Background: an optimization exercise with open tools, aiming at small area. Do not read the settings as production practice.
RTL that was checked went through simulation tests only; none was proved equivalent to the original.
The RTL of run 5 was laid out without a check of its function.
Power is estimated from default activity; no workload was simulated.

`flow/design.v`:
```
`timescale 1ns / 1ps
module stg_game(
	clk,
	rst,
	tick_1ms,
	btnstate,
	switch,
	planex,
	planey,
	mybx,
	myby,
	bossx,
	bossy,
	enmx1,
	enmy1,
	enmx2,
	enmy2,
	enmx3,
	enmy3,
	enmx4,
	enmy4,
	bigbulletx1,
	bigbullety1,
	bigbulletx2,
	bigbullety2,
	bulletx1,
	bullety1,
	bulletx2,
	bullety2,
	bulletx3,
	bullety3,
	bulletx4,
	bullety4,
	bulletx5,
	bullety5,
	bulletx6,
	bullety6,
	bulletx7,
	bullety7,
	bulletx8,
	bullety8,
	bulletx9,
	bullety9,
	bulletx10,
	bullety10,
	bulletx11,
	bullety11,
	bulletx12,
	bullety12,
	life,
	boss,
	enma1,
	enma2,
	enma3,
	enma4,
	gameclear
	);
input clk;
input rst;
input tick_1ms;
input [3:0]btnstate;
input switch;
output [9:0]planex;
output [9:0]planey;
output [9:0]mybx;
output [9:0]myby;
output [9:0]bossx;
output [9:0]bossy;
output [9:0]enmx1;
output [9:0]enmy1;
output [9:0]enmx2;
output [9:0]enmy2;
output [9:0]enmx3;
output [9:0]enmy3;
output [9:0]enmx4;
output [9:0]enmy4;
output [9:0]bigbulletx1;
output [9:0]bigbullety1;
output [9:0]bigbulletx2;
output [9:0]bigbullety2;
output [9:0]bulletx1;
output [9:0]bullety1;
output [9:0]bulletx2;
output [9:0]bullety2;
output [9:0]bulletx3;
output [9:0]bullety3;
output [9:0]bulletx4;
output [9:0]bullety4;
output [9:0]bulletx5;
output [9:0]bullety5;
output [9:0]bulletx6;
output [9:0]bullety6;
output [9:0]bulletx7;
output [9:0]bullety7;
output [9:0]bulletx8;
output [9:0]bullety8;
output [9:0]bulletx9;
output [9:0]bullety9;
output [9:0]bulletx10;
output [9:0]bullety10;
output [9:0]bulletx11;
output [9:0]bullety11;
output [9:0]bulletx12;
output [9:0]bullety12;
output reg [2:0]life;
output boss;
output enma1,enma2,enma3,enma4;
output gameclear;
function [9:0] inc10;
	input [9:0] a; input c;
	integer i; reg k;
	begin
		k=c;
		for(i=0;i<10;i=i+1) begin inc10[i]=a[i]^k; k=a[i]&k; end
	end
endfunction
function [9:0] dec10;
	input [9:0] a; input c;
	integer i; reg k;
	begin
		k=c;
		for(i=0;i<10;i=i+1) begin dec10[i]=a[i]^k; k=~a[i]&k; end
	end
endfunction
function [9:0] updn10;
	input [9:0] a; input up;
	integer i; reg k;
	begin
		k=1'b1;
		for(i=0;i<10;i=i+1) begin updn10[i]=a[i]^k; k=k&~(a[i]^up); end
	end
endfunction
function [9:0] updne10;
	input [9:0] a; input up; input en;
	integer i; reg k;
	begin
		k=en;
		for(i=0;i<10;i=i+1) begin updne10[i]=a[i]^k; k=k&~(a[i]^up); end
	end
endfunction
function [9:0] sub10;
	input [9:0] a; input [9:0] b;
	integer i; reg k;
	begin
		k=1'b1;
		for(i=0;i<10;i=i+1) begin
			sub10[i]=a[i]^~b[i]^k;
			k=(a[i]&~b[i])|(a[i]&k)|(~b[i]&k);
		end
	end
endfunction
function [9:0] add10;
	input [9:0] a; input [9:0] b;
	integer i; reg k;
	begin
		k=1'b0;
		for(i=0;i<10;i=i+1) begin
			add10[i]=a[i]^b[i]^k;
			k=(a[i]&b[i])|(a[i]&k)|(b[i]&k);
		end
	end
endfunction
function [8:0] updne9; input [8:0] a; input up; input en; reg [9:0] t; begin t=updne10({1'b0,a},up,en); updne9=t[8:0]; end endfunction
function [8:0] inc9; input [8:0] a; input c; reg [9:0] t; begin t=inc10({1'b0,a},c); inc9=t[8:0]; end endfunction
function [8:0] dec9; input [8:0] a; input c; reg [9:0] t; begin t=dec10({1'b0,a},c); dec9=t[8:0]; end endfunction
function [8:0] add9; input [8:0] a; input [8:0] b; reg [9:0] t; begin t=add10({1'b0,a},{1'b0,b}); add9=t[8:0]; end endfunction
function [8:0] sub9; input [8:0] a; input [8:0] b; reg [9:0] t; begin t=sub10({1'b0,a},{1'b0,b}); sub9=t[8:0]; end endfunction
function lt10;
	input [9:0] a; input [9:0] b;
	integer i; reg k;
	begin
		k=1'b0;
		for(i=0;i<10;i=i+1) k=(~a[i]&b[i])|(~(a[i]^b[i])&k);
		lt10=k;
	end
endfunction
reg [3:0] cnter;         
reg step;                
reg shot, shot_d;        
reg pend;                
reg [2:0] sc;            
reg [12:1] of;           
reg [8:0] px;            
reg [9:0] py;
reg [8:0] mx;            
reg [9:0] my;
reg [8:0] bx;            
reg [5:0] hpc1,hpc2,hpc3,hpc4;    
wire [5:0] hp1=~hpc1, hp2=~hpc2, hp3=~hpc3, hp4=~hpc4;
reg [8:0] hpbc;          
wire [8:0] hpb=~hpbc;
reg [8:0] ex1,ey1,ex2,ey2,ex3,ey3,ex4,ey4;
reg [2:0] fn;            
reg [4:0] c30;           
reg [8:0] bby;           
reg [8:0] b1x,b1y,b2x,b2y,b3x,b3y,b4x,b4y,b5x,b5y,b6x,b6y,b7x,b7y,b8x,b8y;
reg [9:0] b9x,b9y,b10x,b10y,b11x,b11y,b12x,b12y;
assign planex={1'b0,px};
assign planey=py;
assign mybx={1'b0,mx};
assign myby=my;
assign bossx={1'b0,bx};
assign bossy=10'd166;
assign enmx1={1'b0,ex1}; assign enmy1={1'b0,ey1};
assign enmx2={1'b0,ex2}; assign enmy2={1'b0,ey2};
assign enmx3={1'b0,ex3}; assign enmy3={1'b0,ey3};
assign enmx4={1'b0,ex4}; assign enmy4={1'b0,ey4};
wire bact = bby[8]|bby[7];            
assign bigbulletx1 = bact ? 10'd260 : 10'd0;
assign bigbulletx2 = bact ? 10'd428 : 10'd0;
assign bigbullety1 = {1'b0,bby};
assign bigbullety2 = {1'b0,bby};
assign bulletx1={1'b0,b1x}; assign bullety1={1'b0,b1y};
assign bulletx2={1'b0,b2x}; assign bullety2={1'b0,b2y};
assign bulletx3={1'b0,b3x}; assign bullety3={1'b0,b3y};
assign bulletx4={1'b0,b4x}; assign bullety4={1'b0,b4y};
assign bulletx5={1'b0,b5x}; assign bullety5={1'b0,b5y};
assign bulletx6={1'b0,b6x}; assign bullety6={1'b0,b6y};
assign bulletx7={1'b0,b7x}; assign bullety7={1'b0,b7y};
assign bulletx8={1'b0,b8x}; assign bullety8={1'b0,b8y};
assign bulletx9=b9x;   assign bullety9=b9y;
assign bulletx10=b10x; assign bullety10=b10y;
assign bulletx11=b11x; assign bullety11=b11y;
assign bulletx12=b12x; assign bullety12=b12y;
wire hp1nz = |hp1;
assign enma1 = hp1nz;
assign enma2 = (|hp2[3:0])|hp1[4]|hp1[5];
assign enma3 = (|hp3[3:0])|hp1[4]|hp1[5];
assign enma4 = (|hp4[3:0])|hp1[4]|hp1[5];
wire enma = hp1nz|(|hp2[3:0])|(|hp3[3:0])|(|hp4[3:0]);
wire hpbnz = |hpb;
assign boss = hpbnz & ~enma;
assign gameclear = ~switch & ~hpbnz;
wire gameover = ~switch & ~life[2];
wire c10 = cnter[3]&cnter[1];
wire [9:0] cntn = inc10({6'd0,cnter},1'b1);
always @(posedge clk) begin
	if(rst) begin
		cnter<=0;
		step<=0;
	end
	else begin
		step<=tick_1ms&c10;
		if(tick_1ms) cnter<= c10 ? 4'd0 : cntn[3:0];
	end
end
always @(posedge clk) begin
	if(rst) begin
		life<=3'b111;
		shot_d<=0;
	end
	else begin
		shot_d<=shot;
		if(switch) life<=3'b111;
		else if(shot&&!shot_d) life<={life[1:0],1'b0};
	end
end
always @(posedge clk) begin
	if(rst|~boss) bx<=0;
	else bx<=inc9(bx,bx!=9'd344);
end
wire pxnz = |px;     
wire pyge90 = ~lt10(py,10'd90);
wire pyle453 = lt10(py,10'd454);
wire mvup = btnstate[0] & pxnz & ~lt10(py,10'd91) & pyle453;
wire mvlf = btnstate[1] & ~lt10({1'b0,px},10'd200) & pyge90 & pyle453;
wire mvdn = btnstate[3] & pxnz & pyge90 & lt10(py,10'd453);
wire mvrt = btnstate[2] & pxnz & lt10({1'b0,px},10'd489) & pyge90 & pyle453;
wire pmv = step & ~gameover;
wire pxL = pmv & ~mvup & mvlf;
wire pxR = pmv & ~mvup & ~mvlf & ~mvdn & mvrt;
wire pyU = pmv & mvup;
wire pyD = step & (gameover | (~mvup & ~mvlf & mvdn));
wire prst = pmv & ~pxnz;      
always @(posedge clk) begin
	if(rst|prst) begin px<=9'd344; py<=10'd413; end
	else begin
		px <= (step&gameover) ? 9'd0 : updne9(px, ~mvlf, pxL|pxR);
		py <= updne10(py, ~pyU, pyU|pyD);
	end
end
wire [9:0] dbx = sub10({1'b0,bx},{1'b0,mx});
wire hitb = ~lt10({1'b0,bx},10'd41) & (lt10(dbx,10'd42) | ~lt10(dbx,10'd983)) & lt10(my,10'd191);
function ehit;
	input [8:0] mxx; input [9:0] myy; input [8:0] ex; input [8:0] ey;
	reg [9:0] dx, dy;
	begin
		dx = sub10({1'b0,ex},{1'b0,mxx});
		dy = sub10({1'b0,ey},myy);
		ehit = ~lt10({1'b0,ex},10'd15) & (lt10(dx,10'd15) | ~lt10(dx,10'd1010))
		     & ~lt10({1'b0,ey},10'd18) & (lt10(dy,10'd18) | ~lt10(dy,10'd1007));
	end
endfunction
wire hit1 = ehit(mx,my,ex1,ey1);
wire hit2 = ehit(mx,my,ex2,ey2);
wire hit3 = ehit(mx,my,ex3,ey3);
wire hit4 = ehit(mx,my,ex4,ey4);
wire mtop = lt10(my,10'd72);
wire tk = tick_1ms & ~switch;
wire hrst = rst | (tick_1ms & switch);
wire reload = tk & (hitb|hit1|hit2|hit3|hit4|mtop);
wire [9:0] myd = dec10(my, tk);
always @(posedge clk) begin
	if(rst|reload) begin mx<=px; my<=py; end
	else my<=myd;
end
wire [9:0] hp1t=inc10({4'd0,hpc1},tk&~hitb&hit1&hp1nz);
wire [9:0] hp2t=inc10({4'd0,hpc2},tk&~hitb&~hit1&hit2&(|hp2));
wire [9:0] hp3t=inc10({4'd0,hpc3},tk&~hitb&~hit1&~hit2&hit3&(|hp3));
wire [9:0] hp4t=inc10({4'd0,hpc4},tk&~hitb&~hit1&~hit2&~hit3&hit4&(|hp4));
always @(posedge clk) begin
	if(hrst) begin
		hpc1<=~6'd60; hpc2<=~6'd60; hpc3<=~6'd60; hpc4<=~6'd60; hpbc<=~9'd300;
	end
	else begin
		hpbc<=inc9(hpbc,tk&hitb&hpbnz);
		hpc1<=hp1t[5:0]; hpc2<=hp2t[5:0]; hpc3<=hp3t[5:0]; hpc4<=hp4t[5:0];
	end
end
function [17:0] enmA;
	input [8:0] x; input [8:0] y; input [5:0] hp; input [8:0] cap; input st; input sw; input [8:0] x0;
	reg ph1, ph2, hz, ph3, xl504, xl344;
	begin
		ph1 = lt10(10'd40,{4'd0,hp});
		ph2 = ~ph1 & lt10(10'd20,{4'd0,hp});
		hz = hp==6'd0;
		ph3 = ~ph1 & ~ph2 & ~hz;
		xl504 = lt10({1'b0,x},10'd504);
		xl344 = lt10({1'b0,x},10'd344);
		if(st&sw) enmA = {x0, 9'd40};
		else begin
			enmA[17:9] = (st&~ph1&hz) ? 9'd0 : (st&~ph1&~xl504) ? 9'd184 : inc9(x, st&~ph1);
			enmA[8:0] = (st&ph1&~lt10({1'b0,y},{1'b0,cap})) ? cap :
			            (st&ph3) ? (xl504 ? add9(x^{9{~xl344}}, {~xl344,1'b0,xl344,1'b0,xl344,~xl344,xl344,xl344,xl344}) : 9'd271) :
			            inc9(y, st&ph1);
		end
	end
endfunction
function [17:0] enmB;
	input [8:0] x; input [8:0] y; input [5:0] hp; input [8:0] cap; input st; input sw; input [8:0] x0;
	reg ph1, ph2, hz, ph3, xl504, xg344, xg184;
	begin
		ph1 = lt10(10'd40,{4'd0,hp});
		ph2 = ~ph1 & lt10(10'd20,{4'd0,hp});
		hz = hp==6'd0;
		ph3 = ~ph1 & ~ph2 & ~hz;
		xl504 = lt10({1'b0,x},10'd504);
		xg344 = lt10(10'd344,{1'b0,x});
		xg184 = lt10(10'd184,{1'b0,x});
		if(st&sw) enmB = {x0, 9'd40};
		else begin
			enmB[17:9] = (st&~ph1&hz) ? 9'd0 : (st&ph2&~xl504) ? 9'd184 : (st&ph3&~xg184) ? 9'd504 :
			             updne9(x, ph2, st&(ph2|ph3));
			enmB[8:0] = (st&ph1&~lt10({1'b0,y},{1'b0,cap})) ? cap :
			            (st&ph3) ? (xg184 ? add9(x^{9{~xg344}}, {1'b1,~xg344,~xg344,1'b0,xg344,~xg344,xg344,xg344,xg344}) : 9'd271) :
			            inc9(y, st&ph1);
		end
	end
endfunction
wire [17:0] e1n = enmA(ex1,ey1,hp1,9'd200,step,switch,9'd248);
wire [17:0] e2n = enmB(ex2,ey2,hp2,9'd150,step,switch,9'd312);
wire [17:0] e3n = enmB(ex3,ey3,hp3,9'd150,step,switch,9'd376);
wire [17:0] e4n = enmA(ex4,ey4,hp4,9'd200,step,switch,9'd440);
always @(posedge clk) begin
	if(rst) begin
		ex1<=0; ey1<=0; ex2<=0; ey2<=0; ex3<=0; ey3<=0; ex4<=0; ey4<=0;
	end
	else begin
		{ex1,ey1}<=e1n;
		{ex2,ey2}<=e2n;
		{ex3,ey3}<=e3n;
		{ex4,ey4}<=e4n;
	end
end
function oob;    
	input [9:0] x; input [9:0] y;
	oob = lt10(x,10'd184) | lt10(10'd504,x) | lt10(y,10'd61) | lt10(10'd471,y);
endfunction
wire [9:0] fnt = inc10({7'd0,fn},~&fn);
wire [2:0] fnn = fnt[2:0];
wire [9:0] c30t = inc10({5'd0,c30},1'b1);
wire [4:0] c30n = c30t[4:0];
wire c30top = c30[4]&c30[3]&c30[2]&c30[1];    
always @(posedge clk) begin
	if(rst) begin fn<=0; c30<=0; end
	else if(step) begin
		if(switch) begin fn<=0; c30<=0; end
		else if(boss) begin
			if(c30top) begin
				c30<=0;
				fn<=fnn;
			end
			else c30<=c30n;
		end
		else c30<=0;
	end
end
wire [6:0] fst;
assign fst[0] = ~fn[2]&~fn[1]&~fn[0];
assign fst[1] = ~fn[2]&~fn[1];
assign fst[2] = ~fn[2]&~(fn[1]&fn[0]);
assign fst[3] = ~fn[2];
assign fst[4] = ~fn[2]|(~fn[1]&~fn[0]);
assign fst[5] = ~fn[2]|~fn[1];
assign fst[6] = ~(fn[2]&fn[1]&fn[0]);
always @(posedge clk) begin
	if(rst | (step&~(boss&~switch))) bby<=0;
	else if(step & (~bact | lt10(10'd471,{1'b0,bby}))) bby<=9'd190;
	else bby<=inc9(bby,step);
end
function [17:0] bstr;
	input [8:0] x; input [8:0] y; input [8:0] ex; input [8:0] ey; input f; input [8:0] cx;
	input st; input bs; input sw; input o;
	begin
		bstr = (st&~bs&(o|sw)) ? {ex,ey} : (st&bs&(f|o)) ? {cx,9'd221} : {x, inc9(y,st)};
	end
endfunction
function [17:0] bdia;
	input [8:0] x; input [8:0] y; input [8:0] ex; input [8:0] ey; input mv; input bs; input f; input [8:0] cx;
	input st; input sw; input o;
	begin
		bdia = (st&~bs&(o|sw)) ? {ex,ey} : (st&bs&(f|o)) ? {cx,9'd221} :
		       {inc9(x, st&~bs&mv), inc9(y, st&(bs|mv))};
	end
endfunction
function [19:0] bback;
	input [9:0] x; input [9:0] y; input [8:0] ex; input [8:0] ey; input ld; input st; input sw; input o;
	begin
		bback = (st&(o|sw)&ld) ? {1'b0,ex,1'b0,ey} : {dec10(x,st), inc10(y,st)};
	end
endfunction
wire hp1le40 = lt10({4'd0,hp1},10'd41);
wire hp2le40 = lt10({4'd0,hp2},10'd41);
wire hp3le40 = lt10({4'd0,hp3},10'd41);
wire hp4le40 = lt10({4'd0,hp4},10'd41);
wire [17:0] n1 = bstr(b1x,b1y,ex1,ey1,fst[0],9'd294,step,boss,switch,of[1]);
wire [17:0] n2 = bstr(b2x,b2y,ex2,ey2,fst[1],9'd344,step,boss,switch,of[2]);
wire [17:0] n3 = bstr(b3x,b3y,ex3,ey3,fst[2],9'd394,step,boss,switch,of[3]);
wire [17:0] n4 = bstr(b4x,b4y,ex4,ey4,fst[3],9'd419,step,boss,switch,of[4]);
wire [17:0] n5 = bdia(b5x,b5y,ex1,ey1,hp1le40,boss,fst[4],9'd369,step,switch,of[5]);
wire [17:0] n6 = bdia(b6x,b6y,ex2,ey2,hp2le40,boss,fst[5],9'd319,step,switch,of[6]);
wire [17:0] n7 = bdia(b7x,b7y,ex3,ey3,hp3le40,boss,fst[6],9'd269,step,switch,of[7]);
wire [17:0] n8 = bdia(b8x,b8y,ex4,ey4,hp4le40,1'b0,1'b0,9'd0,step,switch,of[8]);
wire [19:0] n9 = bback(b9x,b9y,ex1,ey1,hp1le40,step,switch,of[9]);
wire [19:0] n10 = bback(b10x,b10y,ex2,ey2,hp2le40,step,switch,of[10]);
wire [19:0] n11 = bback(b11x,b11y,ex3,ey3,hp3le40,step,switch,of[11]);
wire [19:0] n12 = bback(b12x,b12y,ex4,ey4,hp4le40,step,switch,of[12]);
always @(posedge clk) begin
	if(rst) begin
		b1x<=0; b1y<=0; b2x<=0; b2y<=0; b3x<=0; b3y<=0; b4x<=0; b4y<=0;
		b5x<=0; b5y<=0; b6x<=0; b6y<=0; b7x<=0; b7y<=0; b8x<=0; b8y<=0;
		b9x<=0; b9y<=0; b10x<=0; b10y<=0; b11x<=0; b11y<=0; b12x<=0; b12y<=0;
	end
	else begin
		{b1x,b1y}<=n1; {b2x,b2y}<=n2; {b3x,b3y}<=n3; {b4x,b4y}<=n4;
		{b5x,b5y}<=n5; {b6x,b6y}<=n6; {b7x,b7y}<=n7; {b8x,b8y}<=n8;
		{b9x,b9y}<=n9; {b10x,b10y}<=n10; {b11x,b11y}<=n11; {b12x,b12y}<=n12;
	end
end
wire pyok = ~lt10(py,10'd6) & lt10(py,10'd1018);
function shit;
	input [9:0] x; input [9:0] y; input [8:0] pxx; input [9:0] pyy;
	reg [9:0] dx, dy;
	begin
		dx = sub10(x,{1'b0,pxx});
		dy = sub10(y,pyy);
		shit = (lt10(dx,10'd6) | ~lt10(dx,10'd1019)) & (lt10(dy,10'd6) | ~lt10(dy,10'd1019));
	end
endfunction
wire [9:0] sct = inc10({7'd0,sc},1'b1);
wire [2:0] scn = sct[2:0];
reg [9:0] sa_x, sa_y, sb_x, sb_y;
always @(*) begin
	case(sc)
	3'd0: begin sa_x={1'b0,b1x}; sa_y={1'b0,b1y}; sb_x={1'b0,b7x}; sb_y={1'b0,b7y}; end
	3'd1: begin sa_x={1'b0,b2x}; sa_y={1'b0,b2y}; sb_x={1'b0,b8x}; sb_y={1'b0,b8y}; end
	3'd2: begin sa_x={1'b0,b3x}; sa_y={1'b0,b3y}; sb_x=b9x; sb_y=b9y; end
	3'd3: begin sa_x={1'b0,b4x}; sa_y={1'b0,b4y}; sb_x=b10x; sb_y=b10y; end
	3'd4: begin sa_x={1'b0,b5x}; sa_y={1'b0,b5y}; sb_x=b11x; sb_y=b11y; end
	default: begin sa_x={1'b0,b6x}; sa_y={1'b0,b6y}; sb_x=b12x; sb_y=b12y; end
	endcase
end
wire hsa = shit(sa_x,sa_y,px,py);
wire oa = oob(sa_x,sa_y);
wire ob = oob(sb_x,sb_y);
always @(posedge clk) begin
	case(sc)
	3'd0: begin of[1]<=oa; of[7]<=ob; end
	3'd1: begin of[2]<=oa; of[8]<=ob; end
	3'd2: begin of[3]<=oa; of[9]<=ob; end
	3'd3: begin of[4]<=oa; of[10]<=ob; end
	3'd4: begin of[5]<=oa; of[11]<=ob; end
	3'd5: begin of[6]<=oa; of[12]<=ob; end
	default: ;
	endcase
end
wire hsb = shit(sb_x,sb_y,px,py);
wire [9:0] dby = sub10({1'b0,bby},py);
wire hbig = bact & ((~lt10({1'b0,px},10'd236) & lt10({1'b0,px},10'd285)) | (~lt10({1'b0,px},10'd404) & lt10({1'b0,px},10'd453)))
          & (lt10(dby,10'd25) | ~lt10(dby,10'd1000));
wire hnow = hbig | (pxnz & pyok & (hsa|hsb));
always @(posedge clk) sc<= rst ? 3'd0 : scn;    
always @(posedge clk) begin
	if(rst) begin
		pend<=0; shot<=0;
	end
	else begin
		if(step) begin
			shot<=pend|hnow;
			pend<=0;
		end
		else pend<=pend|hnow;
	end
end
endmodule
```
`flow/flow/run.sh`:
```
#!/bin/bash
# The standard layout (standard.sh) with three changes:
#  - synthesis is synth_recipe.tcl unchanged except that the final abc call
#    maps with an area-oriented script (flow/area.abc);
#  - port buffers are sky130_fd_sc_hd__buf_1;
#  - the clock tree uses larger sink clusters and no dummy loads.
set -euo pipefail
W=$(pwd)
{
  echo "proc abc {args} { set i [lsearch \$args -script]; if {\$i >= 0} { lset args [expr {\$i+1}] $W/flow/area.abc }; yosys abc {*}\$args }"
  cat synth_recipe.tcl
} > area_synth.tcl
sed -e "s#SYNTH_SCRIPT=[^ ]*#SYNTH_SCRIPT=$W/area_synth.tcl#" standard.sh > area_standard.sh
export BUFFER_PORTS_ARGS="-buffer_cell sky130_fd_sc_hd__buf_1"
export SYNTH_INSBUF=0
export CTS_ARGS="-sink_clustering_enable -repair_clock_nets -dont_use_dummy_load -sink_clustering_size 16 -sink_clustering_max_diameter 80 -buf_list sky130_fd_sc_hd__clkbuf_8"
bash area_standard.sh > area_standard.log 2>&1
```
`flow/flow/area.abc`:
```
strash
ifraig
scorr
dc2
dc2
strash
dch -f
amap -F 3 -A 10
topo
```
`flow/standard.sh`:
```
#!/bin/bash
# synth_recipe.tcl (not shown) runs the flow's synth.tcl, then flattens the netlist and writes it again
# the make line also repeats each setting of config.mk as NAME=value (left out here)
make -C /OpenROAD-flow-scripts/flow DESIGN_CONFIG=/design/flow/config.mk WORK_HOME=/design/flow/orfs CLKGATE_MAP_FILE= SYNTH_SCRIPT=/design/flow/synth_recipe.tcl "${@:-finish}"
```
`flow/config.mk`:
```
export PLATFORM = sky130hd
export DESIGN_NAME = stg_game
export DESIGN_NICKNAME = stg_game
export VERILOG_FILES = /design/flow/design.v
export SDC_FILE = /design/flow/constraint.sdc
export NUM_CORES = 4
export LEC_CHECK = 0
export CAP_MARGIN = 20
export CORE_MARGIN = 2
export CORE_UTILIZATION = 40
export PLACE_DENSITY = 0.6
export SLEW_MARGIN = 20
```
`flow/constraint.sdc`:
```
create_clock -name core_clock -period 10.0 [get_ports {clk}]
set_input_delay 2.0000 -clock core_clock [delete_from_list [all_inputs] [get_ports {clk}]]
set_output_delay 2.0000 -clock core_clock [all_outputs]
set_load 0.01 [all_outputs]
```
==> results of run 1 <==
placed cells by master (no fill, tap or decap), drive strengths merged, types with 21 or more instances in the layout:
cell type	synthesis	final
nor2	435	435
buf	2	435
dfxtp	398	398
ha	301	301
clkinv	273	272
a21oi	155	155
o21ai	123	123
a22oi	119	119
fa	112	112
nand2	75	75
a221oi	63	63
conb	2	52
nor3	45	45
o221a	45	45
o22ai	44	44
a222oi	36	36
clkbuf	0	36
nand3	33	33
a211oi	28	28
nor4	27	27
nor2b	26	26
a32oi	22	22
edfxtp	21	21
kinds of logic (layout without fill, tap and decap cells):
group,count (synthesis),after routing
AND/OR/NAND/NOR,723,723
buffers and inverters,275,744
adder cells (fa/ha/maj),413,413
other,2,55
flip-flops,419,419
AO/OA/AOI/OAI,753,753
XOR/XNOR,2,2
metal layers:
layer  part of all wire [%]  vias up  track usage [%]
li1                       -    10600                -
met1                     40    11700             45.9
met2                     43     1449             52.1
met3                     11      290             8.18
met4                    6.1        2             17.7
met5                  0.014        -                0
worst max path at each step:
stage	cells after the start	end
final	24	hpc3[5]$_SDFF_PP0_
after global routing	23	shot$_SDFFE_PP0P_
after CTS	22	shot$_SDFFE_PP0P_
after detailed placement	24	hpc4[4]$_SDFF_PP0_
after global placement	24	hpc4[4]$_SDFF_PP0_
after floorplan	22	shot$_SDFFE_PP0P_
registers in the layout (all words and copies together), names as in the netlist, 10 cells and up:
name and cells:
py 10, b9y 10, b11y 10, b11x 10, b10x 10, b10y 10, b9x 10, b12y 10
of 12, my 10, b12x 10
layout make-up:
class                           count  area share [%]
Antenna cell                        3          0.0270
Inverter                          273            3.69
Multi-Input combinational cell   1943            53.4
Sequential cell                   419            31.0
Tap cell                          782            3.52
Clock buffer                       35            1.74
Timing Repair Buffer              436            6.68
metrics by stage:
stage          instances  area, um^2
2_1_floorplan       2637       24400
3_3_place_gp        3851       27200
3_5_place_dp        3851       27200
4_1_cts             3886       27700
5_1_grt             3888       27800
6_report            3891       27800
where the power goes:
group          total, W  switching [W]  internal, W
clock network  0.000924       0.000607     0.000316
registers       0.00170     0.00000843      0.00169
logic          0.000187       0.000146    0.0000417
total           0.00281       0.000762      0.00205
==> results.json, run 1 <==
{
  "h-tree-depth": 2,
  "synth-main-ff-cell": "dfxtp_1",
  "holdWs_ps": 474,
  "route.antenna.remaining_nets": 0,
  "port_buffers": 384,
  "drc": 0,
  "clk_pin_slew_worst_paths_ps": 110,
  "reg2reg_slack_ps": 2610,
  "r2r-end": "hpc3[5]$_SDFF_PP0_",
  "yosysTopAreaCell": "dfxtp_1",
  "synthArstFlopShare_pct": 0,
  "yosysMostFrequentCell": "nor2_1",
  "yosys-top-cells-count": "nor2_1, dfxtp_1, ha_1",
  "dieArea_um2": 62500,
  "drv_cap": 0,
  "synth_seq_cells": 419,
  "dr.first_iter.drc_count": 2700,
  "cts_resized": 0,
  "arrival_ps": 7930,
  "synth_compound_area_share_pct": 22.1,
  "nFillCells": 5928,
  "nNetsFinal": 3529,
  "fin_ws_ps": 2610,
  "ir_worst_vdd_mv": 0.0813,
  "yosys_warnings": 1,
  "fin_crit_ps": 7390,
  "worstSetupPathType": "reg2reg",
  "whs_path_depth": 1,
  "dp.final_hpwl_um": 85100,
  "cellPowerDensity_nw_per_um2": 101,
  "routed_wl_um": 111000,
  "critPathRequiredTime_ps": 10540,
  "chipHeight_um": 250,
  "tritoncts": "yes",
  "avgRoutedWirePerCell_um": 28.5,
  "p_total_w": 0.00281,
  "area_delta_synth_final_pct": 14.7,
  "rsz0062_at_grt": "no",
  "post-cts-setup-buffers": 0,
  "worst_hold_path_type": "reg2reg",
  "p_leak_nw": 11.2,
  "synth.area.top_cells": "dfxtp_1, ha_1, fa_1",
  "place_ws_ps": 2750,
  "setup_violations": 0,
  "hold_end": "c30[0]$_SDFFE_PP0P_",
  "vias": 24100,
  "cts_hold_buffers": 0,
  "drv_slew": 0,
  "rows": 90,
  "die_w_um": 250,
  "grt_start_max_net_pins": 70,
  "critPathTopFamily": "adder cells",
  "fin_crit_sh_pct": 73.9,
  "postLayoutCoreUtil_pct": 46.2,
  "max_stage_delay_ps": 670,
  "vias_per_cell": 6.20,
  "gp_congestion": 0.992,
  "critPathCaptureType": "flop",
  "slew_headroom_pct": 20.5,
  "syn_area_um2": 24200,
  "grt_pass1_vias": 22400,
  "core_region_area_um2": 60100,
  "synth.area.mux_share_pct": 0,
  "grt_overflow_total": 0,
  "timing.rr.start": "mx[1]$_DFFE_PP_",
  "initial_utilization_pct": 40.3,
  "synth_top_area_share_pct": 32.9,
  "path_cells": "clkinv_1 -> fa_1 -> fa_1 -> fa_1 -> fa_1 -> fa_1 -> fa_1 -> fa_1 -> clkinv_1 -> fa_1 -> clkinv_1 -> or4_1 -> nor4_1 -> a21oi_1 -> nor4_1 -> clkinv_1 -> nand4_1 -> nor2_1 -> ha_1 -> ha_1 -> ha_1 -> ha_1 -> ha_1 -> a211oi_1",
  "synthCells": 2587,
  "drt_first_pass_iters": 6,
  "rr_worst_depth": 24,
  "fin_skew_ps": 86.3,
  "antenna_found_initial": 2,
  "grt_pass1_wl_um": 157000,
  "tns_ps": 0,
  "drive_above_1_share_pct": 3.12,
  "synth_xor_area_share_pct": 0.0723,
  "cts_buffer_depth": 3,
  "multiInputGateArea_um2": 14800,
  "pin_count": 437,
  "status": "no timing/DRC/antenna violations",
  "path_max_fanout": 5,
  "cts-root-buf": "clkbuf_8",
  "synth.distinct_cells": 59,
  "worst_pin_slew_ps": 1180,
  "synth_top_family_by_area": "adder cells",
  "hold_viol": 0,
  "hold_start": "c30[0]$_SDFFE_PP0P_",
  "path_buf_inv": 4,
  "slowest_stage": "fa_1",
  "cts-buffers-inserted": 35,
  "cpMostUsedCell": "fa_1",
  "final-seq-area_um2": 8600,
  "seq_area_frac_synth_pct": 35.5,
  "synth_simple_gate_area_share_pct": 13.2,
  "cts_sinks": 419,
  "crit_path_start_kind": "flop",
  "crit_start": "mx[1]$_DFFE_PP_",
  "track_usage_pct": 34.5,
  "clock_latency_ps": 660,
  "synth_edf_count": 21,
  "max_freq_mhz": 135,
  "syn_area_per_cell_um2": 9.36,
  "synthAdderAreaFrac_pct": 24.8
}
==> run 2, diff against run 1 <==
--- a/flow/config.mk
+++ b/flow/config.mk
@@ -8,5 +8,6 @@
 export CAP_MARGIN = 20
 export CORE_MARGIN = 2
 export CORE_UTILIZATION = 40
+export GPL_TIMING_DRIVEN = 0
 export PLACE_DENSITY = 0.6
 export SLEW_MARGIN = 20
==> results.json, run 2 <==
{
  "yosys_warnings": 1,
  "grt_overflow_total": 0,
  "cellPowerDensity_nw_per_um2": 101,
  "routed_wl_um": 108000,
  "largest_register": "of",
  "drt_first_pass_iters": 19,
  "clk_pin_slew_worst_paths_ps": 100,
  "status": "no timing/DRC/antenna violations",
  "fin_crit_sh_pct": 83.9,
  "p_sw_w": 0.000767,
  "yosysTopAreaCell": "dfxtp_1",
  "drv_cap": 0,
  "synthArstFlopShare_pct": 0,
  "cts_sinks": 419,
  "nFillCells": 5958,
  "avgRoutedWirePerCell_um": 27.8,
  "setup_violations": 0,
  "drc": 0,
  "die_w_um": 250,
  "h-tree-depth": 2,
  "worst_hold_path_type": "reg2reg",
  "arrival_ps": 8890,
  "yosys-top-cells-count": "nor2_1, dfxtp_1, ha_1",
  "cts-root-buf": "clkbuf_8",
  "cts_resized": 0,
  "cts-buffers-inserted": 35,
  "postLayoutCoreUtil_pct": 46.4,
  "swShare_pct": 27.2,
  "cts_hold_buffers": 0,
  "synth-main-ff-cell": "dfxtp_1",
  "yosysMostFrequentCell": "nor2_1",
  "p_int_w": 0.00206,
  "vias_per_cell": 6.16,
  "crit_path_start_kind": "flop",
  "synth_top_area_share_pct": 32.9,
  "fin_skew_ps": 69.4,
  "reg2reg_slack_ps": 1610,
  "core_region_area_um2": 60100,
  "rr_worst_depth": 21,
  "synth.distinct_cells": 59,
  "grt_start_max_net_pins": 67,
  "drv_slew": 0,
  "final-seq-area_um2": 8600,
  "cts_buffer_depth": 3,
  "tritoncts": "yes",
  "synth_edf_count": 21,
  "worst_pin_slew_ps": 1310,
  "worstSetupPathType": "reg2reg",
  "synth_seq_cells": 419,
  "layout_commonest_cell": "nor2_1",
  "fin_crit_ps": 8390,
  "drive_above_1_share_pct": 2.98,
  "power_frac_comb_pct": 7.1,
  "ir_worst_vdd_mv": 0.0623,
  "track_usage_pct": 33.4,
  "path_max_fanout": 35,
  "final_cell_mix": "nor2_1, dfxtp_1, buf_1",
  "chipHeight_um": 250,
  "hold_viol": 0,
  "syn_area_um2": 24200,
  "initial_utilization_pct": 40.3,
  "rows": 90,
  "slowest_stage": "nor4_2",
  "path_cells": "clkinv_1 -> nand2_1 -> clkinv_2 -> nor4_2 -> clkinv_1 -> o211ai_1 -> clkinv_1 -> fa_1 -> fa_1 -> fa_1 -> fa_1 -> fa_1 -> fa_1 -> fa_1 -> clkinv_1 -> fa_1 -> a31o_1 -> a31oi_1 -> nor3_1 -> a311oi_1 -> a221oi_1",
  "whs_path_depth": 2,
  "multiInputGateArea_um2": 14900,
  "vias": 23800,
  "largest_reg_flops": 12,
  "grt_pass1_vias": 22500,
  "hold_start": "shot$_SDFFE_PP0P_",
  "critPathRequiredTime_ps": 10490,
  "max_stage_delay_ps": 700,
  "area_delta_synth_final_pct": 15.2,
  "pin_count": 437,
  "nNetsFinal": 3508,
  "cpMostUsedCell": "fa_1",
  "seqPwrFrac_pct": 60.1,
  "fin_cells": 3869,
  "antenna_found_initial": 2,
  "syn_area_per_cell_um2": 9.36,
  "place_inst": 3832,
  "critPathCaptureType": "flop",
  "clock_power_share_pct": 32.8,
  "seq_area_frac_synth_pct": 35.5,
  "gp_congestion": 0.968,
  "max_freq_mhz": 119,
  "route.antenna.remaining_nets": 0,
  "rsz0062_at_grt": "no",
  "post-cts-setup-buffers": 0,
  "clock_latency_ps": 660,
  "grt_pass1_wl_um": 153000,
  "dr.first_iter.drc_count": 2810,
  "synth.area.top_cells": "dfxtp_1, ha_1, fa_1",
  "slew_headroom_pct": 12.5,
  "r2r-end": "shot$_SDFFE_PP0P_",
  "port_buffers": 384,
  "synthCells": 2587,
  "hold_end": "shot_d$_SDFF_PP0_",
  "dieArea_um2": 62500,
  "p_leak_nw": 11.2,
  "timing.rr.start": "sc[2]$_SDFF_PP0_",
  "dp.final_hpwl_um": 83600
}
==> run 2: power by group through the flow <==
stage,combinational (W),sequential (W),clock [W]
2_1_floorplan,0.0000934,0.00173,0
4_1_cts,0.000196,0.00170,0.000935
5_1_grt,0.000213,0.00170,0.000989
3_3_place_gp,0.000164,0.00173,0
3_5_place_dp,0.000195,0.00173,0
6_report,0.000202,0.00170,0.000926
==> run 2: metrics by stage <==
stage / worst slack [ps] / hold WS (ps) / power, W / cell area [um^2] / setup TNS [ps]
5_1_grt: 1390 / 476 / 0.00290 / 27900 / 0
4_1_cts: 1830 / 451 / 0.00283 / 27900 / 0
3_5_place_dp: 1870 / 436 / 0.00193 / 27400 / 0
2_1_floorplan: 1000 / 415 / 0.00183 / 24400 / 0
6_report: 1610 / 446 / 0.00282 / 27900 / 0
3_3_place_gp: -8390 / 435 / 0.00190 / 26800 / -1038950
==> run 2: layer usage <==
layer	vias up	part of all wire, %	global-route usage (%)
met4	0	6.3	17.5
met3	297	11	9.24
met5	-	0	0
met1	11600	40	43.0
li1	10600	-	-
met2	1331	43	51.0
==> run 2: worst max-delay path by stage <==
stage	start	end	slack, ps
CTS	sc[2]$_SDFF_PP0_	shot$_SDFFE_PP0P_	1830
detailed placement	sc[2]$_SDFF_PP0_	shot$_SDFFE_PP0P_	1870
floorplan	sc[0]$_SDFF_PP0_	shot$_SDFFE_PP0P_	1000
global placement	rst	my[7]$_DFF_P_	-8390
global route	sc[2]$_SDFF_PP0_	shot$_SDFFE_PP0P_	1390
finish	sc[2]$_SDFF_PP0_	shot$_SDFFE_PP0P_	1610
==> run 2: critical path: cells and delay by family, from the launching register on <==
kind / cells / cell delay (ps)
flip-flops: 1 / 460
AND/OR/NAND/NOR: 3 / 1190
adder cells (fa/ha/maj): 8 / 3240
AO/OA/AOI/OAI: 5 / 1600
buffers and inverters: 5 / 1770
==> run 2: cell families (layout without fill, tap and decap cells) <==
family | after synthesis | count (layout) | share of synthesized area (%)
simple gates | 723 | 723 | 13.2
xor+xnor | 2 | 2 | 0.0724
fa+ha+maj | 413 | 413 | 24.8
other cells | 2 | 54 | 0.0310
compound gates | 753 | 753 | 22.1
buf+inv | 275 | 723 | 4.26
flops | 419 | 419 | 35.5
==> run 2: final cells by class <==
class                   instances  share of cell area (%)
inverters                     273                    3.70
well taps                     782                    3.51
diodes                          2                  0.0179
multi-input cells            1943                    53.3
plain buffers                   2                  0.0269
repair buffers                413                    6.86
clock buffers                  35                    1.73
flip-flops and latches        419                    30.8
==> run 3, diff against run 2 <==
--- a/flow/config.mk
+++ b/flow/config.mk
@@ -7,7 +7,6 @@
 export LEC_CHECK = 0
 export CAP_MARGIN = 20
 export CORE_MARGIN = 2
-export CORE_UTILIZATION = 40
-export GPL_TIMING_DRIVEN = 0
-export PLACE_DENSITY = 0.6
+export CORE_UTILIZATION = 55
+export PLACE_DENSITY = 0.7
 export SLEW_MARGIN = 20
==> results.json, run 3 <==
{
  "port_buffers": 384,
  "synth_top_area_share_pct": 32.9,
  "rr_worst_depth": 23,
  "worstSetupPathType": "reg2reg",
  "final_cell_mix": "nor2_1, dfxtp_1, buf_1",
  "cellPowerDensity_nw_per_um2": 101,
  "p_leak_nw": 11.2,
  "cts_buffer_depth": 3,
  "critPathCapture": "shot$_SDFFE_PP0P_",
  "synth_edf_count": 21,
  "critPathCaptureType": "flop",
  "grt_pass1_vias": 22400,
  "synth_seq_cells": 419,
  "hold_viol": 0,
  "antenna_found_initial": 3,
  "crit_start": "sc[2]$_SDFF_PP0_",
  "grt_pass1_wl_um": 146000,
  "yosysMostFrequentCell": "nor2_1",
  "cts_sinks": 419,
  "yosys-top-cells-count": "nor2_1, dfxtp_1, ha_1",
  "seq_area_frac_synth_pct": 35.5,
  "cts-root-buf": "clkbuf_8",
  "drv_slew": 0,
  "timing.rr.start": "sc[2]$_SDFF_PP0_",
  "pin_count": 437,
  "grt_start_max_net_pins": 67,
  "reg2reg_slack_ps": 2570,
  "dp.final_hpwl_um": 78400,
  "drive_above_1_share_pct": 3.00,
  "drc": 0,
  "place_inst": 3652,
  "drv_cap": 0,
  "chipHeight_um": 214,
  "worst_hold_path_type": "reg2reg",
  "dieArea_um2": 45700,
  "synthCells": 2587,
  "r2r-end": "shot$_SDFFE_PP0P_",
  "postLayoutCoreUtil_pct": 63.5,
  "rsz0062_at_grt": "no",
  "fin_crit_ps": 7430,
  "crit_path_start_kind": "flop",
  "critPathRequiredTime_ps": 10500,
  "core_region_area_um2": 43300,
  "largest_register": "of",
  "worst_pin_slew_ps": 1240,
  "synthArstFlopShare_pct": 0,
  "die_w_um": 214,
  "holdWs_ps": 476,
  "initial_utilization_pct": 56.0,
  "synth-main-ff-cell": "dfxtp_1",
  "vias_per_cell": 6.63,
  "yosys_warnings": 1,
  "status": "no timing/DRC/antenna violations",
  "grt_overflow_total": 0,
  "routed_wl_um": 103000,
  "fin_skew_ps": 68.8,
  "rows": 76,
  "cts-buffers-inserted": 34,
  "whs_path_depth": 1,
  "syn_area_um2": 24200,
  "tns_ps": 0,
  "drt_first_pass_iters": 10,
  "nNetsFinal": 3525,
  "h-tree-depth": 2,
  "synth.distinct_cells": 59,
  "largest_reg_flops": 12,
  "clock_latency_ps": 660,
  "arrival_ps": 7930,
  "area_delta_synth_final_pct": 13.4,
  "dr.first_iter.drc_count": 3354,
  "nFillCells": 3793,
  "dpl_cell_area_um2": 27000,
  "yosysTopAreaCell": "dfxtp_1",
  "fin_crit_sh_pct": 74.3,
  "gp_congestion": 1.04,
  "path_max_fanout": 30,
  "avgRoutedWirePerCell_um": 27.9,
  "track_usage_pct": 44.0,
  "vias": 24500,
  "cts_hold_buffers": 0,
  "fin_cells": 3690,
  "post-cts-setup-buffers": 0,
  "syn_area_per_cell_um2": 9.36,
  "ir_worst_vdd_mv": 0.105,
  "route.antenna.remaining_nets": 0,
  "cts_resized": 0,
  "max_freq_mhz": 135,
  "synth.area.top_cells": "dfxtp_1, ha_1, fa_1",
  "clk_pin_slew_worst_paths_ps": 100,
  "setup_violations": 0,
  "tritoncts": "yes",
  "layout_commonest_cell": "nor2_1",
  "slew_headroom_pct": 16.8,
  "final_area_um2": 27500
}
==> run 3: cell counts after synthesis <==
Identical to the previous run, type by type.
==> run 3: worst min-delay path by stage <==
stage                           start                end  slack (ps)
floorplan           shot$_SDFFE_PP0P_  shot_d$_SDFF_PP0_         420
global placement     sc[0]$_SDFF_PP0_   sc[0]$_SDFF_PP0_         440
detailed placement   sc[0]$_SDFF_PP0_   sc[0]$_SDFF_PP0_         450
CTS                  sc[0]$_SDFF_PP0_   sc[0]$_SDFF_PP0_         470
global route        shot$_SDFFE_PP0P_  shot_d$_SDFF_PP0_         490
finish               sc[0]$_SDFF_PP0_   sc[0]$_SDFF_PP0_         480
==> run 3: logic make-up after synthesis <==
family	Yosys count	share of synthesized area, %
compound gates	753	22.1
other cells	2	0.0310
simple gates	723	13.2
buf+inv	275	4.26
fa+ha+maj	413	24.8
flops	419	35.5
xor+xnor	2	0.0724
==> run 3: metal layers <==
metal / vias up / wire length (um) / track usage, % / share of wire [%]
li1: 10600 / - / - / -
met1: 11800 / 39000 / 56.8 / 38
met4: 4 / 7760 / 28.9 / 7.5
met5: - / 29 / 0 / 0.028
met2: 1640 / 43500 / 65.0 / 42
met3: 372 / 12700 / 11.5 / 12
==> run 3: worst max-delay path, cell delays in order (launching register included) <==
cell      delay, ps
dfxtp_1         460
clkinv_1        220
nand2_1         270
clkinv_1        540
nor4_2          410
buf_4           380
a21oi_1         150
ha_1            210
fa_1            380
fa_1            400
fa_1            400
fa_1            400
fa_1            380
fa_1            390
fa_1            390
fa_1            440
clkinv_1         70
nand4_1          70
or4_1           470
o22ai_1         190
a31oi_1         150
nor3_1          150
a311oi_1         80
a221oi_1        270
==> run 3: power breakdown <==
| group | leakage [nW] | total (W) | switching (W) | internal [W] |
|---|---|---|---|---|
| clock | 0.244 | 0.000898 | 0.000591 | 0.000307 |
| combinational | 7.57 | 0.000183 | 0.000142 | 0.0000410 |
| sequential | 3.37 | 0.00170 | 0.00000809 | 0.00169 |
==> run 3: area by class of cell <==
class	instances	area [um^2]	area share (%)
antenna	3	7.51	0.0273
clock buffer	34	468	1.70
timing repair buffer	433	1810	6.59
multi-input combinational	1943	14800	54.0
inverter	273	1020	3.73
tap	585	732	2.66
sequential	419	8600	31.3
==> run 3: stage by stage <==
step	power (W)	setup slack [ps]
2_1_floorplan	0.00183	1000
3_3_place_gp	0.00190	2860
3_5_place_dp	0.00191	2800
4_1_cts	0.00276	2690
5_1_grt	0.00284	2150
6_report	0.00278	2570
==> run 4, diff against run 3 <==
--- a/flow/flow/run.sh
+++ b/flow/flow/run.sh
@@ -13,5 +13,5 @@
 sed -e "s#SYNTH_SCRIPT=[^ ]*#SYNTH_SCRIPT=$W/area_synth.tcl#" standard.sh > area_standard.sh
 export BUFFER_PORTS_ARGS="-buffer_cell sky130_fd_sc_hd__buf_1"
 export SYNTH_INSBUF=0
-export CTS_ARGS="-sink_clustering_enable -repair_clock_nets -dont_use_dummy_load -sink_clustering_size 16 -sink_clustering_max_diameter 80 -buf_list sky130_fd_sc_hd__clkbuf_8"
+export CTS_ARGS="-sink_clustering_enable -repair_clock_nets -dont_use_dummy_load -sink_clustering_size 22 -sink_clustering_max_diameter 70 -buf_list sky130_fd_sc_hd__clkbuf_8"
 bash area_standard.sh > area_standard.log 2>&1
--- a/flow/config.mk
+++ b/flow/config.mk
@@ -7,6 +7,6 @@
 export LEC_CHECK = 0
 export CAP_MARGIN = 20
 export CORE_MARGIN = 2
-export CORE_UTILIZATION = 55
-export PLACE_DENSITY = 0.7
+export CORE_UTILIZATION = 40
+export PLACE_DENSITY = 0.6
 export SLEW_MARGIN = 20
==> results.json, run 4 <==
{
  "status": "no timing/DRC/antenna violations",
  "synth-main-ff-cell": "dfxtp_1",
  "synth_edf_count": 21,
  "synth.distinct_cells": 59,
  "cts_hold_buffers": 0,
  "area_delta_synth_final_pct": 14.6,
  "cts-buffers-inserted": 35,
  "synth_top_area_share_pct": 32.9,
  "avgRoutedWirePerCell_um": 28.5,
  "hold_viol": 0,
  "diodes": 0,
  "critPathCaptureType": "flop",
  "cts-root-buf": "clkbuf_8",
  "drv_cap": 0,
  "yosysTopAreaCell": "dfxtp_1",
  "h-tree-depth": 2,
  "post-cts-setup-buffers": 0,
  "crit_path_start_kind": "flop",
  "cts_buffer_depth": 3,
  "routed_wl_um": 111000,
  "fin_crit_sh_pct": 73.8,
  "rsz0062_at_grt": "no",
  "setup_violations": 0,
  "seq_area_frac_synth_pct": 35.5,
  "core_region_area_um2": 60100,
  "route.antenna.remaining_nets": 0,
  "gp_congestion": 0.992,
  "antenna_found_initial": 4,
  "drive_above_1_share_pct": 3.12,
  "grt_start_max_net_pins": 70,
  "critPathRequiredTime_ps": 10540,
  "syn_area_per_cell_um2": 9.36,
  "grt_pass1_vias": 22400,
  "clk_pin_slew_worst_paths_ps": 100,
  "yosys_warnings": 1,
  "dr.first_iter.drc_count": 2699,
  "p_total_w": 0.00280,
  "syn_area_um2": 24200,
  "postLayoutCoreUtil_pct": 46.1,
  "dp.final_hpwl_um": 85100,
  "worst_hold_path_type": "reg2reg",
  "synth_seq_cells": 419,
  "arrival_ps": 7920,
  "track_usage_pct": 34.4,
  "chipHeight_um": 250,
  "multiInputGateArea_um2": 14800,
  "cts_resized": 0,
  "ir_worst_vdd_mv": 0.0731,
  "cellPowerDensity_nw_per_um2": 101,
  "fin_crit_ps": 7380,
  "synth.area.top_cells": "dfxtp_1, ha_1, fa_1",
  "nNetsFinal": 3529,
  "nFillCells": 5909,
  "tritoncts": "yes",
  "fin_skew_ps": 84.4,
  "tns_ps": 0,
  "path_max_fanout": 5,
  "max_freq_mhz": 135,
  "vias_per_cell": 6.19,
  "synthCells": 2587,
  "largest_register": "of",
  "rows": 90,
  "worstSetupPathType": "reg2reg",
  "dieArea_um2": 62500,
  "slew_headroom_pct": 25.8,
  "clock_latency_ps": 660,
  "cts_sinks": 419,
  "final_cell_mix": "nor2_1, dfxtp_1, buf_1",
  "p_leak_nw": 11.2,
  "largest_reg_flops": 12,
  "vias": 24100,
  "die_w_um": 250,
  "grt_overflow_total": 0,
  "grt_pass1_wl_um": 157000,
  "pin_count": 437,
  "final-seq-area_um2": 8600,
  "initial_utilization_pct": 40.3,
  "drv_slew": 0,
  "drc": 0,
  "layout_commonest_cell": "nor2_1",
  "port_buffers": 384,
  "yosysMostFrequentCell": "nor2_1",
  "drt_first_pass_iters": 9,
  "worst_pin_slew_ps": 1110,
  "yosys-top-cells-count": "nor2_1, dfxtp_1, ha_1",
  "synthArstFlopShare_pct": 0
}
==> run 4: cell type report <==
cell class / count / area share (%)
Multi-Input combinational cell: 1943 / 53.4
Tap cell: 782 / 3.53
Inverter: 273 / 3.69
Sequential cell: 419 / 31.0
Timing Repair Buffer: 436 / 6.66
Clock buffer: 35 / 1.74
==> run 4: per-stage QoR <==
stage                     area [um^2]  cells  worst slack (ps)  hold slack, ps
final                           27700   3888              2620             462
after global routing            27700   3888              2340             483
after CTS                       27700   3886              2730             465
after detailed placement        27200   3851              2750             450
after global placement          27200   3851              2910             442
after floorplan                 24400   2637              1000             415
==> run 4: cells by family after synthesis <==
| logic type | after synthesis | share of synthesized area (%) |
|---|---|---|
| AO/OA/AOI/OAI | 753 | 22.1 |
| XOR/XNOR | 2 | 0.0724 |
| adder cells (fa/ha/maj) | 413 | 24.8 |
| buffers and inverters | 275 | 4.26 |
| flip-flops | 419 | 35.5 |
| other | 2 | 0.0310 |
| AND/OR/NAND/NOR | 723 | 13.2 |
==> run 4: power breakdown <==
group	total, W	switching (W)	internal [W]
sequential	0.00170	0.00000847	0.00169
combinational	0.000188	0.000146	0.0000415
clock	0.000914	0.000598	0.000316
total	0.00280	0.000752	0.00204
==> run 4: path summary, 6_finish.rpt <==
path | startpoint | endpoint | slack, ps | depth (start not counted)
worst max-delay path | mx[1]$_DFFE_PP_ | hpc3[5]$_SDFF_PP0_ | 2620 | 24
worst min-delay path | sc[0]$_SDFF_PP0_ | sc[0]$_SDFF_PP0_ | 460 | 1
worst max register to register | mx[1]$_DFFE_PP_ | hpc3[5]$_SDFF_PP0_ | 2620 | 24
worst min register to register | sc[0]$_SDFF_PP0_ | sc[0]$_SDFF_PP0_ | 460 | 1
==> run 4: critical path, cell delays in order (launching register included) <==
cell and delay, ps:
edfxtp_1 370, clkinv_1 600, fa_1 680, fa_1 390, fa_1 390, fa_1 390
fa_1 400, fa_1 410, fa_1 390, clkinv_1 70, fa_1 170, clkinv_1 80
or4_1 490, nor4_1 240, a21oi_1 80, nor4_1 460, clkinv_1 210, nand4_1 210
nor2_1 80, ha_1 190, ha_1 180, ha_1 190, ha_1 180, ha_1 190
a211oi_1 250
==> run 4: metal layers <==
metal | up-vias | wire, um | global-route usage (%)
li1 | 10600 | - | -
met1 | 11700 | 44900 | 45.7
met2 | 1434 | 47700 | 52.0
met3 | 279 | 11400 | 8.12
met4 | 8 | 6700 | 17.8
met5 | - | 51 | 0
==> run 5, diff against run 4 <==
--- a/flow/design.v
+++ b/flow/design.v
@@ -459,12 +459,13 @@
 end
 wire pyok = ~lt10(py,10'd6) & lt10(py,10'd1018);
 function shit;
-	input [9:0] x; input [9:0] y; input [8:0] pxx; input [9:0] pyy;
+	input [9:0] x; input [9:0] y; input [8:0] pxx; input [9:0] pyy; input big;
 	reg [9:0] dx, dy;
 	begin
 		dx = sub10(x,{1'b0,pxx});
 		dy = sub10(y,pyy);
-		shit = (lt10(dx,10'd6) | ~lt10(dx,10'd1019)) & (lt10(dy,10'd6) | ~lt10(dy,10'd1019));
+		if(big) shit = (lt10(dx,10'd25) | ~lt10(dx,10'd1000)) & (lt10(dy,10'd25) | ~lt10(dy,10'd1000));
+		else shit = (lt10(dx,10'd6) | ~lt10(dx,10'd1019)) & (lt10(dy,10'd6) | ~lt10(dy,10'd1019));
 	end
 endfunction
 wire [9:0] sct = inc10({7'd0,sc},1'b1);
@@ -477,10 +478,13 @@
 	3'd2: begin sa_x={1'b0,b3x}; sa_y={1'b0,b3y}; sb_x=b9x; sb_y=b9y; end
 	3'd3: begin sa_x={1'b0,b4x}; sa_y={1'b0,b4y}; sb_x=b10x; sb_y=b10y; end
 	3'd4: begin sa_x={1'b0,b5x}; sa_y={1'b0,b5y}; sb_x=b11x; sb_y=b11y; end
-	default: begin sa_x={1'b0,b6x}; sa_y={1'b0,b6y}; sb_x=b12x; sb_y=b12y; end
+	3'd5: begin sa_x={1'b0,b6x}; sa_y={1'b0,b6y}; sb_x=b12x; sb_y=b12y; end
+	3'd6: begin sa_x=10'd260; sa_y={1'b0,bby}; sb_x=b12x; sb_y=b12y; end      
+	default: begin sa_x=10'd428; sa_y={1'b0,bby}; sb_x=b12x; sb_y=b12y; end   
 	endcase
 end
-wire hsa = shit(sa_x,sa_y,px,py);
+wire sbig = sc[2]&sc[1];    
+wire hsa = shit(sa_x,sa_y,px,py,sbig) & (bact|~sbig);
 wire oa = oob(sa_x,sa_y);
 wire ob = oob(sb_x,sb_y);
 always @(posedge clk) begin
@@ -494,11 +498,8 @@
 	default: ;
 	endcase
 end
-wire hsb = shit(sb_x,sb_y,px,py);
-wire [9:0] dby = sub10({1'b0,bby},py);
-wire hbig = bact & ((~lt10({1'b0,px},10'd236) & lt10({1'b0,px},10'd285)) | (~lt10({1'b0,px},10'd404) & lt10({1'b0,px},10'd453)))
-          & (lt10(dby,10'd25) | ~lt10(dby,10'd1000));
-wire hnow = hbig | (pxnz & pyok & (hsa|hsb));
+wire hsb = shit(sb_x,sb_y,px,py,1'b0);
+wire hnow = pxnz & pyok & (hsa|hsb);
 always @(posedge clk) sc<= rst ? 3'd0 : scn;    
 always @(posedge clk) begin
 	if(rst) begin
--- a/flow/flow/run.sh
+++ b/flow/flow/run.sh
@@ -13,5 +13,5 @@
 sed -e "s#SYNTH_SCRIPT=[^ ]*#SYNTH_SCRIPT=$W/area_synth.tcl#" standard.sh > area_standard.sh
 export BUFFER_PORTS_ARGS="-buffer_cell sky130_fd_sc_hd__buf_1"
 export SYNTH_INSBUF=0
-export CTS_ARGS="-sink_clustering_enable -repair_clock_nets -dont_use_dummy_load -sink_clustering_size 22 -sink_clustering_max_diameter 70 -buf_list sky130_fd_sc_hd__clkbuf_8"
+export CTS_ARGS="-sink_clustering_enable -repair_clock_nets -dont_use_dummy_load -sink_clustering_size 16 -sink_clustering_max_diameter 80 -buf_list sky130_fd_sc_hd__clkbuf_8"
 bash area_standard.sh > area_standard.log 2>&1
--- a/flow/config.mk
+++ b/flow/config.mk
@@ -7,6 +7,6 @@
 export LEC_CHECK = 0
 export CAP_MARGIN = 20
 export CORE_MARGIN = 2
-export CORE_UTILIZATION = 40
-export PLACE_DENSITY = 0.6
+export CORE_UTILIZATION = 55
+export PLACE_DENSITY = 0.7
 export SLEW_MARGIN = 20
==> results.json, run 5 <==
{
  "dpl_cell_area_um2": 26900,
  "final_area_um2": 27400,
  "synth_simple_gate_area_share_pct": 13.4,
  "die_w_um": 213,
  "grt_pass1_wl_um": 148000,
  "grt_pass1_vias": 22800,
  "drc": 0,
  "synth_compound_area_share_pct": 22.0,
  "holdWs_ps": 481,
  "yosys-top-cells-count": "nor2_1, dfxtp_1, ha_1",
  "post-cts-setup-buffers": 0,
  "synth.distinct_cells": 56,
  "cts-buffers-inserted": 34,
  "critPathTopFamily": "adder cells",
  "route.antenna.remaining_nets": 0,
  "arrival_ps": 8140,
  "drv_cap": 0,
  "antenna_found_initial": 2,
  "final_cell_mix": "nor2_1, dfxtp_1, buf_1",
  "crit_path_start_kind": "flop",
  "p_leak_nw": 11.2,
  "rows": 76,
  "initial_utilization_pct": 55.8,
  "layout_commonest_cell": "nor2_1",
  "cpMostUsedCell": "fa_1",
  "drv_slew": 0,
  "synth-main-ff-cell": "dfxtp_1",
  "cellPowerDensity_nw_per_um2": 102,
  "status": "no timing/DRC/antenna violations",
  "syn_area_um2": 24100,
  "pin_count": 437,
  "worst_hold_path_type": "reg2reg",
  "drive_above_1_share_pct": 3.32,
  "fin_skew_ps": 66.0,
  "chipHeight_um": 213,
  "dp.final_hpwl_um": 79300,
  "slew_headroom_pct": 31.7,
  "cts_buffer_depth": 3,
  "synth_top_area_share_pct": 33.1,
  "cts_resized": 0,
  "port_buffers": 384,
  "vias_per_cell": 6.60,
  "worstSetupPathType": "reg2reg",
  "routed_wl_um": 104000,
  "track_usage_pct": 44.9,
  "cts_hold_buffers": 0,
  "syn_area_per_cell_um2": 9.32,
  "synth_seq_cells": 419,
  "critPathRequiredTime_ps": 10530,
  "synth_edf_count": 21,
  "largest_reg_flops": 12,
  "h-tree-depth": 2,
  "path_buf_inv": 5,
  "synth.area.top_cells": "dfxtp_1, ha_1, fa_1",
  "setup_violations": 0,
  "ir_worst_vdd_mv": 0.100,
  "postLayoutCoreUtil_pct": 63.6,
  "worst_pin_slew_ps": 1020,
  "cts-root-buf": "clkbuf_8",
  "max_stage_delay_ps": 550,
  "grt_start_max_net_pins": 75,
  "yosysMostFrequentCell": "nor2_1",
  "drt_first_pass_iters": 9,
  "avgRoutedWirePerCell_um": 28.0,
  "clock_latency_ps": 650,
  "synthAdderAreaFrac_pct": 24.3,
  "dr.first_iter.drc_count": 3349,
  "max_freq_mhz": 131,
  "p_total_w": 0.00279,
  "area_delta_synth_final_pct": 13.8,
  "rsz0062_at_grt": "no",
  "hold_viol": 0,
  "dieArea_um2": 45400,
  "vias": 24400,
  "synthArstFlopShare_pct": 0,
  "yosys_warnings": 1,
  "tns_ps": 0,
  "path_max_fanout": 18,
  "synthCells": 2581,
  "grt_overflow_total": 0,
  "fin_crit_sh_pct": 76.1,
  "clk_pin_slew_worst_paths_ps": 110,
  "critPathCaptureType": "flop",
  "nNetsFinal": 3521,
  "seq_area_frac_synth_pct": 35.7,
  "synth_top_family_by_area": "adder cells",
  "yosysTopAreaCell": "dfxtp_1",
  "core_region_area_um2": 43100,
  "synth_xor_area_share_pct": 0.182,
  "cts_sinks": 419,
  "largest_register": "of",
  "synth.area.mux_share_pct": 0,
  "gp_congestion": 1.02,
  "fin_crit_ps": 7610,
  "tritoncts": "yes",
  "slowest_stage": "dfxtp_1"
}
==> run 5: cell types whose count changed after synthesis, moves of 8 or more <==
| cell | delta |
|---|---|
| a222oi_1 | +18 |
| a21oi_1 | -10 |
| o21a_1 | -8 |
| a22oi_1 | -14 |
| fa_1 | -8 |
| or4_1 | -8 |
==> run 5: kinds of logic (layout without fill, tap and decap cells) <==
logic type,Yosys count,after routing
AOI/OAI and AO/OA,741,741
and+or+nand+nor,733,733
DFF,419,419
adders and majority gates,404,404
buffers and inverters,277,753
xor gates and xnor gates,5,5
other,2,53
==> run 5: stage by stage <==
step                worst slack (ps)  std cells
floorplan                       1920       2631
global placement                2650       3657
detailed placement              2500       3657
CTS                             2420       3691
global route                    1940       3692
finish                          2390       3693
==> run 5: report_power, final <==
group	leakage (nW)	switching, W	internal (W)	total [W]
combinational	7.55	0.000156	0.0000489	0.000205
clock	0.244	0.000582	0.000307	0.000890
sequential	3.37	0.00000746	0.00169	0.00169
==> run 5: area by class of cell <==
cell class	instances	area [um^2]
fill	3809	15700
multi-input combinational	1935	14600
sequential	419	8600
timing repair buffer	444	1890
inverter	275	1030
tap	585	732
clock buffer	34	468
antenna	1	2.50
==> run 5: final timing paths <==
check	end	start	slack, ps	cells past startpoint
hold / removal	life[0]$_SDFFE_PP1P_	life[0]$_SDFFE_PP1P_	480	2
hold reg to reg	life[0]$_SDFFE_PP1P_	life[0]$_SDFFE_PP1P_	480	2
setup reg to reg	shot$_SDFFE_PP0P_	sc[2]$_SDFF_PP0_	2390	25
setup / recovery	shot$_SDFFE_PP0P_	sc[2]$_SDFF_PP0_	2390	25
==> run 5: routing by layer <==
metal / up-vias / share of wire [%] / global-route usage (%)
met5: - / 0 / 0
met4: 0 / 7.0 / 26.6
met3: 333 / 13 / 12.0
met2: 1761 / 43 / 67.0
met1: 11700 / 37 / 58.4
li1: 10600 / - / -
==> run 5: worst min-delay path: cells and delay by family, from the launching register on <==
kind | cells | cell delay, ps
flops | 1 | 340
simple gates | 2 | 110

[re-timing with driven ports]
The flow's constraints put no driver on any port. The routed layouts listed below were extracted and timed again, unchanged, in two steps.
Step 1, drivers: a clkbuf_16 drives clk and a buf_2 each remaining input, both assumed.
Step 2 moves the port delays by t, midway between the first and last clock arrival at a register: inputs arrive t later, outputs are due t later. That takes back most of the time a late clock gives input paths.
Slacks: ideal ports / drivers / drivers and shift; pairs: ideal ports / drivers.
run | shift t [ns] | slack for setup (ns) | latest minus earliest clock arrival (ns)
run 1 | 0.675 | 2.609 / 2.609 / 2.609 | 0.086 / 0.086
run 2 | 0.684 | 1.608 / 1.608 / 1.608 | 0.070 / 0.069
run 3 | 0.682 | 2.571 / 2.571 / 2.571 | 0.069 / 0.070
run 4 | 0.685 | 2.619 / 2.619 / 2.619 | 0.085 / 0.085
run 5 | 0.680 | 2.394 / 2.394 / 2.394 | 0.069 / 0.069
After both steps every run listed still meets setup and hold.
